What follows belongs to an exercise in optimizing a design on an open flow for a short achievable clock period and few clock cycles; a production flow would make more cautious choices.
Function was checked by simulation only, so behaviour that the tests miss may differ from the original.
Power and IR drop assume default switching activity.

**design/flow/design.v**
```verilog
`timescale 1ns / 1ps
module y86 (
    input             clk,
    input             rst,
    output            imem_req,
    output     [63:0] imem_addr,
    input             imem_ready,
    input      [79:0] imem_rdata,
    output            dmem_req,
    output            dmem_we,
    output     [63:0] dmem_addr,
    output     [63:0] dmem_wdata,
    input             dmem_ready,
    input      [63:0] dmem_rdata,
    output            halted,
    output     [1:0]  stat,
    output     [63:0] halt_pc,
    input      [3:0]  dbg_raddr,
    output     [63:0] dbg_rdata
);
    localparam S_FETCH  = 3'd0;
    localparam S_DECODE = 3'd1;
    localparam S_EXEC   = 3'd2;
    localparam S_MEM    = 3'd3;
    localparam S_WB     = 3'd4;
    localparam S_HALT   = 3'd5;
    localparam STAT_HLT = 2'd1;
    localparam STAT_INS = 2'd2;
    reg [2:0]  state;
    reg [63:0] pc;
    reg [79:0] ir;
    reg [63:0] valA, valB, valE, valM;
    reg        cnd;
    reg        zf, sf, of;
    reg [1:0]  stat_r;
    wire        wb_e, wb_m;
    wire [3:0]  dstE, dstM;
    wire [63:0] rf_a, rf_b;
    wire [3:0]  srcA, srcB;
    wire [3:0] icode = ir[79:76];
    wire [3:0] ifun  = ir[75:72];
    wire [3:0] rA    = ir[71:68];
    wire [3:0] rB    = ir[67:64];
    wire needRegids = (icode == 4'h2) || (icode == 4'h3) || (icode == 4'h4) ||
                      (icode == 4'h5) || (icode == 4'h6) || (icode == 4'hA) ||
                      (icode == 4'hB);
    wire needValC   = (icode == 4'h3) || (icode == 4'h4) || (icode == 4'h5) ||
                      (icode == 4'h7) || (icode == 4'h8);
    wire [63:0] valC = needRegids ? ir[63:0] : ir[71:8];
    wire [63:0] valP = pc + 64'd1 + {63'd0, needRegids} + (needValC ? 64'd8 : 64'd0);
    wire icode_valid = (icode <= 4'hB);
    wire ifun_valid  = (icode == 4'h2) ? (ifun <= 4'h6) :
                       (icode == 4'h6) ? (ifun <= 4'h3) :
                       (icode == 4'h7) ? (ifun <= 4'h6) :
                       (ifun == 4'h0);
    wire instr_valid = icode_valid & ifun_valid;
    assign srcA = (icode == 4'h9 || icode == 4'hB) ? 4'h4 : rA;
    assign srcB = (icode == 4'h8 || icode == 4'h9 || icode == 4'hA || icode == 4'hB) ? 4'h4 : rB;
    y86_regfile regs (
        .clk(clk), .rst(rst),
        .srcA(srcA), .srcB(srcB), .dbg(dbg_raddr),
        .outA(rf_a), .outB(rf_b), .outD(dbg_rdata),
        .weE(wb_e), .dstE(dstE), .valE(valE),
        .weM(wb_m), .dstM(dstM), .valM(valM)
    );
    reg  [63:0] aluA, aluB;
    reg  [1:0]  alufun;
    wire [63:0] aluOut;
    wire        alu_zf, alu_sf, alu_of;
    always @(*) begin
        aluA   = 64'd0;
        aluB   = 64'd0;
        alufun = 2'd0;
        case (icode)
            4'h2: begin aluA = valA; aluB = 64'd0; end
            4'h3: begin aluA = valC; aluB = 64'd0; end
            4'h4, 4'h5: begin aluA = valC; aluB = valB; end
            4'h6: begin aluA = valA; aluB = valB; alufun = ifun[1:0]; end
            4'h8, 4'hA: begin aluA = 64'd8; aluB = valB; alufun = 2'd1; end
            4'h9, 4'hB: begin aluA = 64'd8; aluB = valB; end
            default: ;
        endcase
    end
    y86_alu alu (
        .a(aluA), .b(aluB), .fun(alufun),
        .out(aluOut), .zf(alu_zf), .sf(alu_sf), .of(alu_of)
    );
    reg cond;
    always @(*) begin
        case (ifun)
            4'h0: cond = 1'b1;
            4'h1: cond = (sf ^ of) | zf;
            4'h2: cond = sf ^ of;
            4'h3: cond = zf;
            4'h4: cond = ~zf;
            4'h5: cond = ~(sf ^ of);
            4'h6: cond = ~(sf ^ of) & ~zf;
            default: cond = 1'b0;
        endcase
    end
    wire mem_read  = (icode == 4'h5) || (icode == 4'h9) || (icode == 4'hB);
    wire mem_write = (icode == 4'h4) || (icode == 4'h8) || (icode == 4'hA);
    assign dmem_req   = (state == S_MEM) && (mem_read || mem_write);
    assign dmem_we    = mem_write;
    assign dmem_addr  = (icode == 4'h9 || icode == 4'hB) ? valA : valE;
    assign dmem_wdata = (icode == 4'h8) ? valP : valA;
    assign wb_e = (state == S_WB) &&
                  (((icode == 4'h2) && cnd) || (icode == 4'h3) || (icode == 4'h6) ||
                   (icode == 4'h8) || (icode == 4'h9) || (icode == 4'hA) || (icode == 4'hB));
    assign dstE = (icode == 4'h8 || icode == 4'h9 || icode == 4'hA || icode == 4'hB) ? 4'h4 : rB;
    assign wb_m = (state == S_WB) && ((icode == 4'h5) || (icode == 4'hB));
    assign dstM = rA;
    assign imem_req  = (state == S_FETCH);
    assign imem_addr = pc;
    assign halted    = (state == S_HALT);
    assign stat      = stat_r;
    assign halt_pc   = pc;
    always @(posedge clk) begin
        if (rst) begin
            state  <= S_FETCH;
            pc     <= 64'd0;
            zf     <= 1'b1;
            sf     <= 1'b0;
            of     <= 1'b0;
            stat_r <= 2'd0;
        end else begin
            case (state)
                S_FETCH: begin
                    if (imem_ready) begin
                        ir    <= imem_rdata;
                        state <= S_DECODE;
                    end
                end
                S_DECODE: begin
                    if (!instr_valid) begin
                        stat_r <= STAT_INS;
                        state  <= S_HALT;
                    end else if (icode == 4'h0) begin
                        stat_r <= STAT_HLT;
                        state  <= S_HALT;
                    end else begin
                        valA  <= rf_a;
                        valB  <= rf_b;
                        state <= S_EXEC;
                    end
                end
                S_EXEC: begin
                    valE <= aluOut;
                    cnd  <= cond;
                    if (icode == 4'h6) begin
                        zf <= alu_zf;
                        sf <= alu_sf;
                        of <= alu_of;
                    end
                    state <= S_MEM;
                end
                S_MEM: begin
                    if (!(mem_read || mem_write) || dmem_ready) begin
                        if (mem_read)
                            valM <= dmem_rdata;
                        state <= S_WB;
                    end
                end
                S_WB: begin
                    if (icode == 4'h7)
                        pc <= cnd ? valC : valP;
                    else if (icode == 4'h8)
                        pc <= valC;
                    else if (icode == 4'h9)
                        pc <= valM;
                    else
                        pc <= valP;
                    state <= S_FETCH;
                end
                default: state <= S_HALT;
            endcase
        end
    end
endmodule
module y86_regfile (
    input             clk,
    input             rst,
    input      [3:0]  srcA,
    input      [3:0]  srcB,
    input      [3:0]  dbg,
    output     [63:0] outA,
    output     [63:0] outB,
    output     [63:0] outD,
    input             weE,
    input      [3:0]  dstE,
    input      [63:0] valE,
    input             weM,
    input      [3:0]  dstM,
    input      [63:0] valM
);
    reg [63:0] r [0:15];
    integer i;
    assign outA = r[srcA];
    assign outB = r[srcB];
    assign outD = r[dbg];
    always @(posedge clk) begin
        if (rst) begin
            for (i = 0; i < 16; i = i + 1)
                r[i] <= 64'd0;
        end else begin
            for (i = 0; i < 16; i = i + 1) begin
                if (weM && dstM == i[3:0])
                    r[i] <= valM;
                else if (weE && dstE == i[3:0])
                    r[i] <= valE;
            end
        end
    end
endmodule
module y86_alu (
    input      [63:0] a,
    input      [63:0] b,
    input      [1:0]  fun,
    output reg [63:0] out,
    output            zf,
    output            sf,
    output reg        of
);
    always @(*) begin
        case (fun)
            2'd0: out = b + a;
            2'd1: out = b - a;
            2'd2: out = b & a;
            default: out = b ^ a;
        endcase
        case (fun)
            2'd0: of = (a[63] == b[63]) && (out[63] != a[63]);
            2'd1: of = (a[63] != b[63]) && (out[63] != b[63]);
            default: of = 1'b0;
        endcase
    end
    assign zf = (out == 64'd0);
    assign sf = out[63];
endmodule
```
**design/flow/run.sh**
```bash
#!/bin/bash
# synth_recipe.tcl (not shown) runs the flow's synth.tcl, then flattens the netlist and writes it again
# the make line also repeats each setting of config.mk as NAME=value (left out here)
make -C /OpenROAD-flow-scripts/flow DESIGN_CONFIG=/design/flow/config.mk WORK_HOME=/design/flow/orfs CLKGATE_MAP_FILE= SYNTH_SCRIPT=/design/flow/synth_recipe.tcl finish
```
**design/flow/config.mk**
```make
export PLATFORM = sky130hd
export DESIGN_NAME = y86
export DESIGN_NICKNAME = y86
export VERILOG_FILES = /design/flow/design.v
export SDC_FILE = /design/flow/constraint.sdc
export NUM_CORES = 8
export LEC_CHECK = 0
export CAP_MARGIN = 20
export CORE_MARGIN = 2
export CORE_UTILIZATION = 30
export PLACE_DENSITY = 0.5
export SLEW_MARGIN = 20
```
**design/flow/constraint.sdc**
```tcl
create_clock -name core_clock -period 12.0 [get_ports {clk}]
set_input_delay 2.4000 -clock core_clock [delete_from_list [all_inputs] [get_ports {clk}]]
set_output_delay 2.4000 -clock core_clock [all_outputs]
set_load 0.01 [all_outputs]
```
==> results of run 1 <==
==> per-stage QoR <==
step | utilization (%) | setup WS [ps]
floorplan | - | 2410
global placement | 32.7 | 1690
detailed placement | 32.7 | 1540
CTS | 34.6 | 727
global route | 34.6 | 593
finish | 34.7 | 802
==> sequential cells by signal (all words and copies together) (netlist names), 2 cells and up <==
signal / cells
pc: 64
valB: 64
valA: 64
regs.r: 1024
valM: 64
state: 3
ir: 80
valE: 64
stat_r: 2
==> cell usage in the layout (no fill, tap or decap), drive strengths merged, types with 19 or more instances in the layout <==
master | synthesis | routed
a211o | 20 | 20
a211oi | 1065 | 1065
a21o | 44 | 44
a21oi | 352 | 352
a221oi | 197 | 197
a222oi | 132 | 132
a22o | 114 | 114
a22oi | 869 | 869
a31oi | 59 | 59
and3 | 42 | 42
and4 | 20 | 20
buf | 264 | 293
clkbuf | 1049 | 280
clkdlybuf4s50 | 0 | 476
clkinv | 0 | 30
dfxtp | 1096 | 1096
diode | 0 | 53
edfxtp | 337 | 337
ha | 131 | 131
inv | 69 | 79
mux2 | 77 | 77
mux2i | 1137 | 1137
nand2 | 558 | 558
nand2b | 22 | 22
nand3 | 178 | 178
nand4 | 209 | 209
nor2 | 1368 | 1368
nor2b | 110 | 110
nor3 | 80 | 80
nor4 | 26 | 26
nor4bb | 48 | 48
o211ai | 56 | 56
o21a | 26 | 26
o21ai | 221 | 221
o22a | 152 | 152
or3 | 19 | 19
xnor2 | 106 | 106
xor2 | 69 | 69
==> kinds of logic (layout without fill, tap and decap cells) <==
| logic type | count (synthesis) | count (layout) | synth area share, % |
|---|---|---|---|
| other | 0 | 53 | 0 |
| XOR/XNOR | 175 | 175 | 1.69 |
| buffers and inverters | 1382 | 1168 | 6.03 |
| AND/OR/NAND/NOR | 2739 | 2739 | 13.6 |
| multiplexers | 1216 | 1216 | 13.5 |
| flip-flops | 1433 | 1433 | 35.3 |
| adder cells (fa/ha/maj) | 132 | 132 | 1.83 |
| AO/OA/AOI/OAI | 3446 | 3446 | 28.0 |
==> synthesized netlist by cell type (all sizes together), types with 56 or more instances <==
| library cell | count |
|---|---|
| nor2 | 1368 |
| mux2i | 1137 |
| dfxtp | 1096 |
| a211oi | 1065 |
| clkbuf | 1049 |
| a22oi | 869 |
| nand2 | 558 |
| a21oi | 352 |
| edfxtp | 337 |
| buf | 264 |
| o21ai | 221 |
| nand4 | 209 |
| a221oi | 197 |
| nand3 | 178 |
| o22a | 152 |
| a222oi | 132 |
| ha | 131 |
| a22o | 114 |
| nor2b | 110 |
| xnor2 | 106 |
| nor3 | 80 |
| mux2 | 77 |
| inv | 69 |
| xor2 | 69 |
| a31oi | 59 |
| o211ai | 56 |
==> layer usage <==
metal / wire length, microns / share of wire (%) / GRT usage (%)
met1: 234000 / 38 / 48.2
met3: 96900 / 16 / 17.9
met5: 887 / 0.14 / 1.30
met4: 44300 / 7.2 / 21.8
met2: 237000 / 39 / 51.4
==> worst reg2reg max path: stages, from the launching register on <==
cell	delay (ps)
edfxtp_1	960
buf_4	420
a21o_4	840
mux2i_1	360
a21oi_1	160
or3_1	410
or4b_1	670
nor3_2	430
nand4_2	300
nor4_2	980
and2_1	350
a21oi_1	120
xnor2_1	160
ha_1	450
a21oi_1	130
o21ai_0	550
a221oi_1	210
o21ai_0	140
a211oi_2	70
buf_4	200
o31ai_1	230
a311oi_1	250
or4b_1	620
nor4_1	550
nand4b_1	230
nor4_2	290
a221o_1	170
==> worst paths after layout <==
path	from	to	slack, ps
worst max register to register	ir[78]$_DFFE_PP_	zf$_SDFFE_PP1P_	1720
worst max-delay path	ir[78]$_DFFE_PP_	dmem_wdata[60]	800
worst min-delay path	stat_r[1]$_SDFFE_PP0P_	stat_r[1]$_SDFFE_PP0P_	510
worst min register to register	stat_r[1]$_SDFFE_PP0P_	stat_r[1]$_SDFFE_PP0P_	510
==> power by group through the flow <==
stage | Sequential (mW) | Clock (mW) | Combinational, mW
2_1_floorplan | 5.18 | 0 | 0.813
3_3_place_gp | 5.24 | 0 | 1.60
3_5_place_dp | 5.24 | 0 | 1.59
4_1_cts | 5.14 | 5.66 | 1.60
5_1_grt | 5.15 | 5.83 | 1.72
6_report | 5.15 | 5.66 | 1.70
==> area by class of cell <==
cell class	count	area share, %
antenna	53	0.127
clock inverter	50	0.464
timing repair buffer	770	6.95
inverter	69	0.247
sequential	1433	30.6
tap	3978	4.75
multi-input combinational	7708	51.7
clock buffer	279	5.13
==> metrics.cfg, run 1 <==
[run_status]
status=timing/DRC/antenna clean

[setup_path]
cp_cell_sequence=buf_4 -> a21o_4 -> inv_1 -> ha_1 -> inv_1 -> ha_1 -> a31oi_1 -> nand3b_1 -> nor4_1 -> and2_1 -> and3_1 -> nand4_1 -> nor3_1 -> nand3_1 -> xor2_1 -> o21ai_0 -> clkdlybuf4s50_1
r2r_cells=26
cp_num_cells=17
cp_max_fo=64
crit_path_max_incr_delay_ps=1090
worstSetupPathType=flip-flop to output port
critPathRequiredTime_ps=9600
arrival_ps=8800
critPathSlowestCell=nor4_1
cp-end-kind=output port
critPathTopFamily=simple AND/OR/NAND/NOR gates
worstSetupStartpointType=flip-flop
cp.buffers_inverters=4

[synthesis]
synth-edff-count=337
synth_top_area_share_pct=24.1
syn_inst=10523
yosys-top-cells-area=dfxtp_1 (24%), mux2i_1 (13%), edfxtp_1 (11%)
yosys_warnings=4
synth_seq_cells=1433
avgSynthCellArea_sq_um=8.64
synth.distinct_cells=87
synth.cell_area_sq_um=90900
syn-num-nets=10807
synth_flop_cell=dfxtp_1
yosysSeqAreaShare_pct=35.3
yosysTopAreaCell=dfxtp_1
ys_async_sr_fraction_pct=0

[pwr]
power_frac_comb_pct=13.6
switching_share_pct=30.0
pwr-share-seq_pct=41.2
power.total_mw=12.5
p_clk_share_pct=45.3
power_density_nw_per_um2=119
vdd_drop_max_mv=0.101
power_switching_mw=3.75
internal_power_mw=8.76
p_leak_nw=38.7

[sta]
hold_viol_final=0
max_slew_margin_pct=11.6
layout_min_cycle_time_ps=11200
clock_skew_ps=101
finalSetupViolCount=0
fmax_ghz=0.0893
drv_slew=0
worst_slew_pin_slew_ps=1330
rsz0062_at_grt=false
holdWs_ps=512
fin_crit_sh_pct=93.3
fin_tns_setup_ps=0

[route]
dr.pass1.iters=15
routed_via_density=7.08
wire_per_inst_microns=42.8
routed_wl_mm=613
drtAntennaViolNets=0
drc=0
vias=101529
drt_iter0_markers=20743

[clocking]
ctsLongestPathBuffers=4
h-tree-depth=4
numCtsBuffers=183
root_buffer=clkbuf_16
cts_resized=0
worst_skew_pair.late_latency_ps=920
cts_setup_buffers=0
cts_tree=built
clkTransAtPathRegs_ps=60
postCtsHoldBufs=0
numClockSinks=1433

[final_layout]
layout.cells.non_filler=14340
multiInputGateArea_sq_um=54200
areaGrowthSynthToFinish_pct=15.2
regArea_sq_um=32100
final_area_sq_um=105000
fillers=30790
num-nets-final=10449
drive_gt1_share_pct=7.61

[placement]
place_congestion=0.997
hpwl_mm=377
portBuffers=477
placed_cell_area_sq_um=98700
placed_cells=13957

[hold_path]
holdPathStages=2
hold_class=flip-flop to flip-flop

[global_route]
grt_pass1_vias=92826
antenna_found_initial=101
grt_max_degree=191
grt_usage_pct=37.9
grt_first_pass_wirelength_mm=815
grt_overflow_total=0

[die]
die_area_sq_um=307000
dieHeight_microns=554
die_w_microns=554
ios=478
initial_core_util_pct=30.1
num_rows=202
core_sq_um=302000

[flow_run]
maxCapViolCount=0

Testbench counts, summed over its fixed seeds: cycles 125,636.
==> inputs of run 2 (changes only) <==
==> design/flow/design.v (replaced) <==
`timescale 1ns / 1ps
module y86 (
    input             clk,
    input             rst,
    output            imem_req,
    output     [63:0] imem_addr,
    input             imem_ready,
    input      [79:0] imem_rdata,
    output            dmem_req,
    output            dmem_we,
    output     [63:0] dmem_addr,
    output     [63:0] dmem_wdata,
    input             dmem_ready,
    input      [63:0] dmem_rdata,
    output            halted,
    output     [1:0]  stat,
    output     [63:0] halt_pc,
    input      [3:0]  dbg_raddr,
    output     [63:0] dbg_rdata
);
    localparam STAT_HLT = 2'd1;
    localparam STAT_INS = 2'd2;
    reg [63:0] pc;           
    reg        halt_r;
    reg [1:0]  stat_r;
    reg [63:0] hpc_r;
    reg        zf, sf, of;
    reg [63:0] rf [0:15];
    reg        e_v;          
    reg [1:0]  e_fun;        
    reg        e_setcc;
    reg        e_wE;
    reg [3:0]  e_dstE;
    reg        e_wM;
    reg [3:0]  e_dstM;
    reg        e_rd, e_wr;
    reg        e_addrb;      
    reg        e_ret;
    reg [63:0] e_a, e_b, e_d;
    reg  [63:0] alu_out;
    reg         alu_of;
    always @(*) begin
        case (e_fun)
            2'd0: alu_out = e_b + e_a;
            2'd1: alu_out = e_b - e_a;
            2'd2: alu_out = e_b & e_a;
            default: alu_out = e_b ^ e_a;
        endcase
        case (e_fun)
            2'd0: alu_of = (e_a[63] == e_b[63]) && (alu_out[63] != e_a[63]);
            2'd1: alu_of = (e_a[63] != e_b[63]) && (alu_out[63] != e_b[63]);
            default: alu_of = 1'b0;
        endcase
    end
    wire alu_zf = (alu_out == 64'd0);
    wire alu_sf = alu_out[63];
    wire e_mem = e_v & (e_rd | e_wr);
    wire stall = e_mem & ~dmem_ready;
    assign dmem_req   = e_mem;
    assign dmem_we    = e_wr;
    assign dmem_addr  = e_addrb ? e_b : alu_out;
    assign dmem_wdata = e_d;
    wire weE = e_v & e_wE & ~stall;
    wire weM = e_v & e_wM & ~stall;
    wire        redirect = e_v & e_ret;
    wire [63:0] fpc = redirect ? dmem_rdata : pc;
    assign imem_req  = ~halt_r;
    assign imem_addr = fpc;
    wire f_ok = imem_ready & ~halt_r & ~stall;
    wire [3:0] icode = imem_rdata[79:76];
    wire [3:0] ifun  = imem_rdata[75:72];
    wire [3:0] rA    = imem_rdata[71:68];
    wire [3:0] rB    = imem_rdata[67:64];
    wire i_halt = (icode == 4'h0);
    wire i_rr   = (icode == 4'h2);
    wire i_ir   = (icode == 4'h3);
    wire i_rm   = (icode == 4'h4);
    wire i_mr   = (icode == 4'h5);
    wire i_op   = (icode == 4'h6);
    wire i_j    = (icode == 4'h7);
    wire i_call = (icode == 4'h8);
    wire i_ret  = (icode == 4'h9);
    wire i_push = (icode == 4'hA);
    wire i_pop  = (icode == 4'hB);
    wire needRegids = i_rr | i_ir | i_rm | i_mr | i_op | i_push | i_pop;
    wire needValC   = i_ir | i_rm | i_mr | i_j | i_call;
    wire icode_valid = (icode <= 4'hB);
    wire ifun_valid  = (i_rr | i_j) ? (ifun <= 4'h6) :
                       i_op ? (ifun <= 4'h3) :
                       (ifun == 4'h0);
    wire instr_valid = icode_valid & ifun_valid;
    wire stop = ~instr_valid | i_halt;
    wire [63:0] valC = needRegids ? imem_rdata[63:0] : imem_rdata[71:8];
    wire [3:0]  ilen = needRegids ? (needValC ? 4'd10 : 4'd2) : (needValC ? 4'd9 : 4'd1);
    wire [63:0] valP = fpc + {60'd0, ilen};
    wire c_zf = (e_v & e_setcc) ? alu_zf : zf;
    wire c_sf = (e_v & e_setcc) ? alu_sf : sf;
    wire c_of = (e_v & e_setcc) ? alu_of : of;
    reg cond;
    always @(*) begin
        case (ifun)
            4'h0: cond = 1'b1;
            4'h1: cond = (c_sf ^ c_of) | c_zf;
            4'h2: cond = c_sf ^ c_of;
            4'h3: cond = c_zf;
            4'h4: cond = ~c_zf;
            4'h5: cond = ~(c_sf ^ c_of);
            4'h6: cond = ~(c_sf ^ c_of) & ~c_zf;
            default: cond = 1'b0;
        endcase
    end
    wire [63:0] npc = ((i_j & cond) | i_call) ? valC : valP;
    wire [3:0] srcA = (i_ret | i_pop) ? 4'h4 : rA;
    wire [3:0] srcB = (i_call | i_ret | i_push | i_pop) ? 4'h4 : rB;
    wire [63:0] rdA = (weM && e_dstM == srcA) ? dmem_rdata :
                      (weE && e_dstE == srcA) ? alu_out : rf[srcA];
    wire [63:0] rdB = (weM && e_dstM == srcB) ? dmem_rdata :
                      (weE && e_dstE == srcB) ? alu_out : rf[srcB];
    wire stk = i_call | i_ret | i_push | i_pop;
    always @(posedge clk) begin
        if (rst) begin
            pc     <= 64'd0;
            halt_r <= 1'b0;
            stat_r <= 2'd0;
            e_v    <= 1'b0;
            zf     <= 1'b1;
            sf     <= 1'b0;
            of     <= 1'b0;
        end else begin
            if (e_v & e_setcc) begin
                zf <= alu_zf;
                sf <= alu_sf;
                of <= alu_of;
            end
            if (!stall) begin
                e_v <= f_ok & ~stop;
                if (f_ok & stop) begin
                    halt_r <= 1'b1;
                    stat_r <= instr_valid ? STAT_HLT : STAT_INS;
                    hpc_r  <= fpc;
                end
                pc <= (f_ok & ~stop) ? npc : fpc;
            end
        end
        if (!stall) begin
            e_fun   <= i_op ? ifun[1:0] : (i_call | i_push) ? 2'd1 : 2'd0;
            e_setcc <= i_op;
            e_wE    <= i_op | (i_rr & cond) | i_ir | stk;
            e_dstE  <= stk ? 4'h4 : rB;
            e_wM    <= i_mr | i_pop;
            e_dstM  <= rA;
            e_rd    <= i_mr | i_ret | i_pop;
            e_wr    <= i_rm | i_call | i_push;
            e_addrb <= i_ret | i_pop;
            e_ret   <= i_ret;
            e_a     <= (i_ir | i_rm | i_mr) ? valC : stk ? 64'd8 : rdA;
            e_b     <= (i_rr | i_ir) ? 64'd0 : rdB;
            e_d     <= i_call ? valP : rdA;
        end
    end
    integer i;
    always @(posedge clk) begin
        if (rst) begin
            for (i = 0; i < 16; i = i + 1)
                rf[i] <= 64'd0;
        end else begin
            for (i = 0; i < 16; i = i + 1) begin
                if (weM && e_dstM == i[3:0])
                    rf[i] <= dmem_rdata;
                else if (weE && e_dstE == i[3:0])
                    rf[i] <= alu_out;
            end
        end
    end
    assign dbg_rdata = rf[dbg_raddr];
    assign halted    = halt_r;
    assign stat      = stat_r;
    assign halt_pc   = hpc_r;
endmodule
==> metrics.cfg, run 2 <==
[sta]
fin_tns_setup_ps=0  ; unchanged
hold_viol_final=0  ; unchanged
holdWs_ps=509  ; was 512 ps
layout_min_cycle_time_ps=11780  ; was 11200 ps
drv_slew=0  ; unchanged
fin_crit_sh_pct=98.2  ; was 93.3%
worst_slew_pin_slew_ps=1420  ; was 1330 ps
finalSetupViolCount=0  ; unchanged
clock_skew_ps=87.5  ; was 101 ps
max_slew_margin_pct=4.43  ; was 11.6%
rsz0062_at_grt=false  ; unchanged
fmax_ghz=0.0849  ; was 0.0893 GHz

[final_layout]
fillers=32136  ; was 30790
layout_common_cells=nor2_1 (1797), nand2_1 (1139), dfxtp_1 (1095), a22oi_1 (1033), a21oi_1 (1012)  ; was nor2_1 (1320), mux2i_1 (1135), dfxtp_1 (1096), a211oi_1 (1061), a22oi_1 (869)
regMostFlops=rf  ; was regs.r
num-nets-final=12310  ; was 10449
largest_reg_flops=1024  ; unchanged
areaGrowthSynthToFinish_pct=15.9  ; was 15.2%
drive_gt1_share_pct=8.77  ; was 7.61%
layout.cells.non_filler=16345  ; was 14340
layout_commonest_cell=nor2_1  ; unchanged

[synthesis]
synth.mux.area_fraction_pct=3.80  ; was 13.5%
syn-num-nets=12679  ; was 10807
ys_async_sr_fraction_pct=0  ; unchanged
yosys-top-cells-area=dfxtp_1 (24%), edfxtp_1 (8.8%), a22oi_1 (8.3%)  ; was dfxtp_1 (24%), mux2i_1 (13%), edfxtp_1 (11%)
synth.distinct_cells=91  ; was 87
synth_xor_area_share_pct=1.39  ; was 1.69%
synth_compound_area_share_pct=35.1  ; was 28.0%
syn_inst=12394  ; was 10523
yosysSeqAreaShare_pct=32.3  ; was 35.3%
yosys-top-cells-count=nor2_1 (1846), clkbuf_1 (1283), nand2_1 (1164)  ; was nor2_1 (1368), mux2i_1 (1137), dfxtp_1 (1096)
synth_flop_cell=dfxtp_1  ; unchanged
synth.most_common_cell=nor2_1  ; unchanged
yosys.area_share.simple_pct=19.3  ; was 13.6%
synth_top_area_share_pct=23.5  ; was 24.1%
synth_top_family_by_area=compound AO/OA/AOI/OAI gates  ; unchanged
yosys_warnings=2  ; was 4
avgSynthCellArea_sq_um=7.52  ; was 8.64 sq um
synth.cell_area_sq_um=93300  ; was 90900 sq um
synth_adder_area_share_pct=1.80  ; was 1.83%
yosysTopAreaCell=dfxtp_1  ; unchanged
synth-edff-count=273  ; was 337
synth_seq_cells=1368  ; was 1433

[die]
die_w_microns=562  ; was 554 microns
core_sq_um=309000  ; was 302000 sq um
dieHeight_microns=562  ; was 554 microns
ios=478  ; unchanged
num_rows=204  ; was 202
die_area_sq_um=315000  ; was 307000 sq um
initial_core_util_pct=30.2  ; was 30.1%

[setup_path]
worstSetupStartpointType=flip-flop  ; unchanged
arrival_ps=9380  ; was 8800 ps
critPathSlowestCell=clkdlybuf4s50_1  ; was nor4_1
cp-end-kind=output port  ; unchanged
cp.buffers_inverters=2  ; was 4
critPathTopFamily=simple AND/OR/NAND/NOR gates  ; unchanged
worstSetupPathType=flip-flop to output port  ; unchanged
cp_max_fo=8  ; was 64
critPathRequiredTime_ps=9600  ; about the same
crit_path_max_incr_delay_ps=700  ; was 1090 ps
cp_cell_sequence=nor4_1 -> nand2_1 -> or4_1 -> or2_2 -> or3_1 -> nor3_2 -> or3b_2 -> nor4_1 -> and2_1 -> inv_1 -> o21ai_0 -> xor2_1 -> ha_1 -> and2_1 -> nand3_1 -> or3_1 -> or4_1 -> nand4_2 -> o21ai_2 -> o21ai_1 -> clkdlybuf4s50_1  ; was buf_4 -> a21o_4 -> inv_1 -> ha_1 -> inv_1 -> ha_1 -> a31oi_1 -> nand3b_1 -> nor4_1 -> and2_1 -> and3_1 -> nand4_1 -> nor3_1 -> nand3_1 -> xor2_1 -> o21ai_0 -> clkdlybuf4s50_1

[pwr]
vdd_drop_max_mv=0.119  ; was 0.101 mV
power.total_mw=12.9  ; was 12.5 mW
p_clk_share_pct=42.7  ; was 45.3%
p_leak_nw=35.4  ; was 38.7 nW
pwr-share-seq_pct=37.3  ; was 41.2%
internal_power_mw=8.47  ; was 8.76 mW
switching_share_pct=34.3  ; was 30.0%
power_frac_comb_pct=19.9  ; was 13.6%
power_density_nw_per_um2=119  ; about the same
power_switching_mw=4.41  ; was 3.75 mW

[run_status]
status=finished with violations  ; was timing/DRC/antenna clean
check.faults=antenna rules

[clocking]
h-tree-depth=4  ; unchanged
numClockSinks=1368  ; was 1433
worst_skew_pair.late_latency_ps=920  ; about the same
ctsLongestPathBuffers=4  ; unchanged
postCtsHoldBufs=0  ; unchanged
cts_tree=built  ; unchanged
numCtsBuffers=175  ; was 183
root_buffer=clkbuf_16  ; unchanged
cts_setup_buffers=0  ; unchanged
clkTransAtPathRegs_ps=60  ; about the same

[global_route]
grt_util_met3_pct=17.3  ; was 17.9%
grt_usage_pct=40.4  ; was 37.9%
grt_overflow_total=0  ; unchanged
met2_usage_pct=53.3  ; was 51.4%
use_met1_pct=51.2  ; was 48.2%
grt_max_degree=201  ; was 191
grt_first_pass_wirelength_mm=900  ; was 815 mm
antenna_found_initial=68  ; was 101
grt.busiest_layer=met2  ; unchanged
grt_pass1_vias=104866  ; was 92826

[route]
drc=0  ; unchanged
routed_via_density=7.22  ; was 7.08
drt_iter0_markers=25875  ; was 20743
routed_wl_mm=671  ; was 613 mm
drtAntennaViolNets=1  ; was 0
wire_per_inst_microns=41.0  ; was 42.8 microns
vias=117955  ; was 101529
dr.pass1.iters=14  ; was 15

[placement]
place_congestion=1.01  ; was 0.997
hpwl_mm=403  ; was 377 mm
placed_cells=15963  ; was 13957
portBuffers=477  ; unchanged

[flow_run]
maxCapViolCount=0  ; unchanged

[hold_path]
hold_class=flip-flop to flip-flop  ; unchanged

[run 2: cell count changes in the layout (fill, tap and decap cells not counted), moves of 165 or more]
cell      previous run  this run
mux2i_1           1135       221
a21oi_1            346      1012
nor3_1              66       231
nand2_1            534      1139
nor2_1            1320      1797
o211ai_1            56       447
o21ai_0            213       460
a211oi_1          1061       738
[run 2: final timing paths]
| check | start | to | slack [ps] | depth (start not counted) |
|---|---|---|---|---|
| max | e_a[2]$_DFFE_PN_ | dmem_addr[63] | 220 | 21 |
| min | halt_r$_SDFFE_PP0P_ | halt_r$_SDFFE_PP0P_ | 510 | 2 |
| max reg2reg | e_a[2]$_DFFE_PN_ | pc[50]$_SDFFE_PP0N_ | 1570 | 30 |
| min reg2reg | halt_r$_SDFFE_PP0P_ | halt_r$_SDFFE_PP0P_ | 510 | 2 |
[run 2: worst reg2reg max path, delay by kind of cell, from the launching register on]
family / cells / cell delay (ps)
compound gates: 8 / 2810
xor+xnor: 1 / 150
fa+ha+maj: 1 / 410
buf+inv: 5 / 1290
flops: 1 / 470
simple gates: 15 / 5290
[run 2: stage by stage]
stage | setup slack, ps | cell area [sq um] | utilization, %
after floorplan | 3010 | 93300 | -
after global placement | 955 | 102000 | 33.0
after detailed placement | 971 | 102000 | 33.0
after CTS | 47.6 | 108000 | 34.9
after global routing | 37.1 | 108000 | 34.9
final | 217 | 108000 | 35.0
[run 2: timing repair]
item / 4_1_cts / 5_1_grt
endpoints found under the setup margin: 0 / 5
gates resized for setup: 0 / 3
endpoints found under the hold margin: 0 / 0
[run 2: cells by family (layout without fill, tap and decap cells)]
| family | count (synthesis) | count (layout) |
|---|---|---|
| compound gates | 4722 | 4722 |
| simple gates | 4125 | 4125 |
| buf+inv | 1558 | 1323 |
| flops | 1368 | 1368 |
| mux | 340 | 340 |
| xor+xnor | 148 | 148 |
| fa+ha+maj | 133 | 133 |
| other cells | 0 | 66 |
[run 2: routing by layer]
layer	up-vias	wire, microns
met4	34	65200
met5	-	316
met1	56200	250000
li1	45866	-
met3	3718	104000
met2	12137	251000
[run 2: layout make-up]
cell class / instances / area [sq um] / share of cell area, %
clock buffers: 243 / 4930 / 4.56
repair buffers: 873 / 8080 / 7.48
clock inverters: 68 / 699 / 0.647
flip-flops and latches: 1368 / 30100 / 27.9
well taps: 4120 / 5150 / 4.77
diodes: 66 / 165 / 0.153
inverters: 139 / 529 / 0.490
multi-input cells: 9468 / 58400 / 54.0
[run 2: power groups by stage]
stage                     Clock (mW)  Combinational [mW]  Sequential (mW)
after detailed placement           0                2.37             4.91
after CTS                       5.47                2.38             4.81
after global routing            5.65                2.54             4.81
final                           5.51                2.57             4.81
after global placement             0                2.38             4.91
after floorplan                    0                1.10             4.87
Testbench counts of run 2, summed over its fixed seeds: cycles 25,156.

separate check: timing with driven ports:
The flow's constraints put no driver on any port. The routed layouts listed below were extracted and timed again, unchanged, in two steps. Step 1 sets driving cells, clkbuf_16 on the clock port and buf_2 on the other inputs (assumed; they add their load-dependent delay and slew). Step 2 moves the port delays by t, midway between the first and last clock arrival at a register: inputs arrive t later, outputs are due t later. That takes back most of the time a late clock gives input paths. a / b / c = ideal ports / drivers / drivers and shift; a / b = the first two.
run | t (ns) | setup slack, ns | worst setup path at the end | worst data-port slew with drivers (ns) | cell pins on the clock port's net
run 1 | 0.980 | 0.802 / 0.695 / 1.675 | register to output | 0.08 | 1
run 2 | 0.980 | 0.217 / 0.112 / 1.092 | register to output | 0.14 | 1
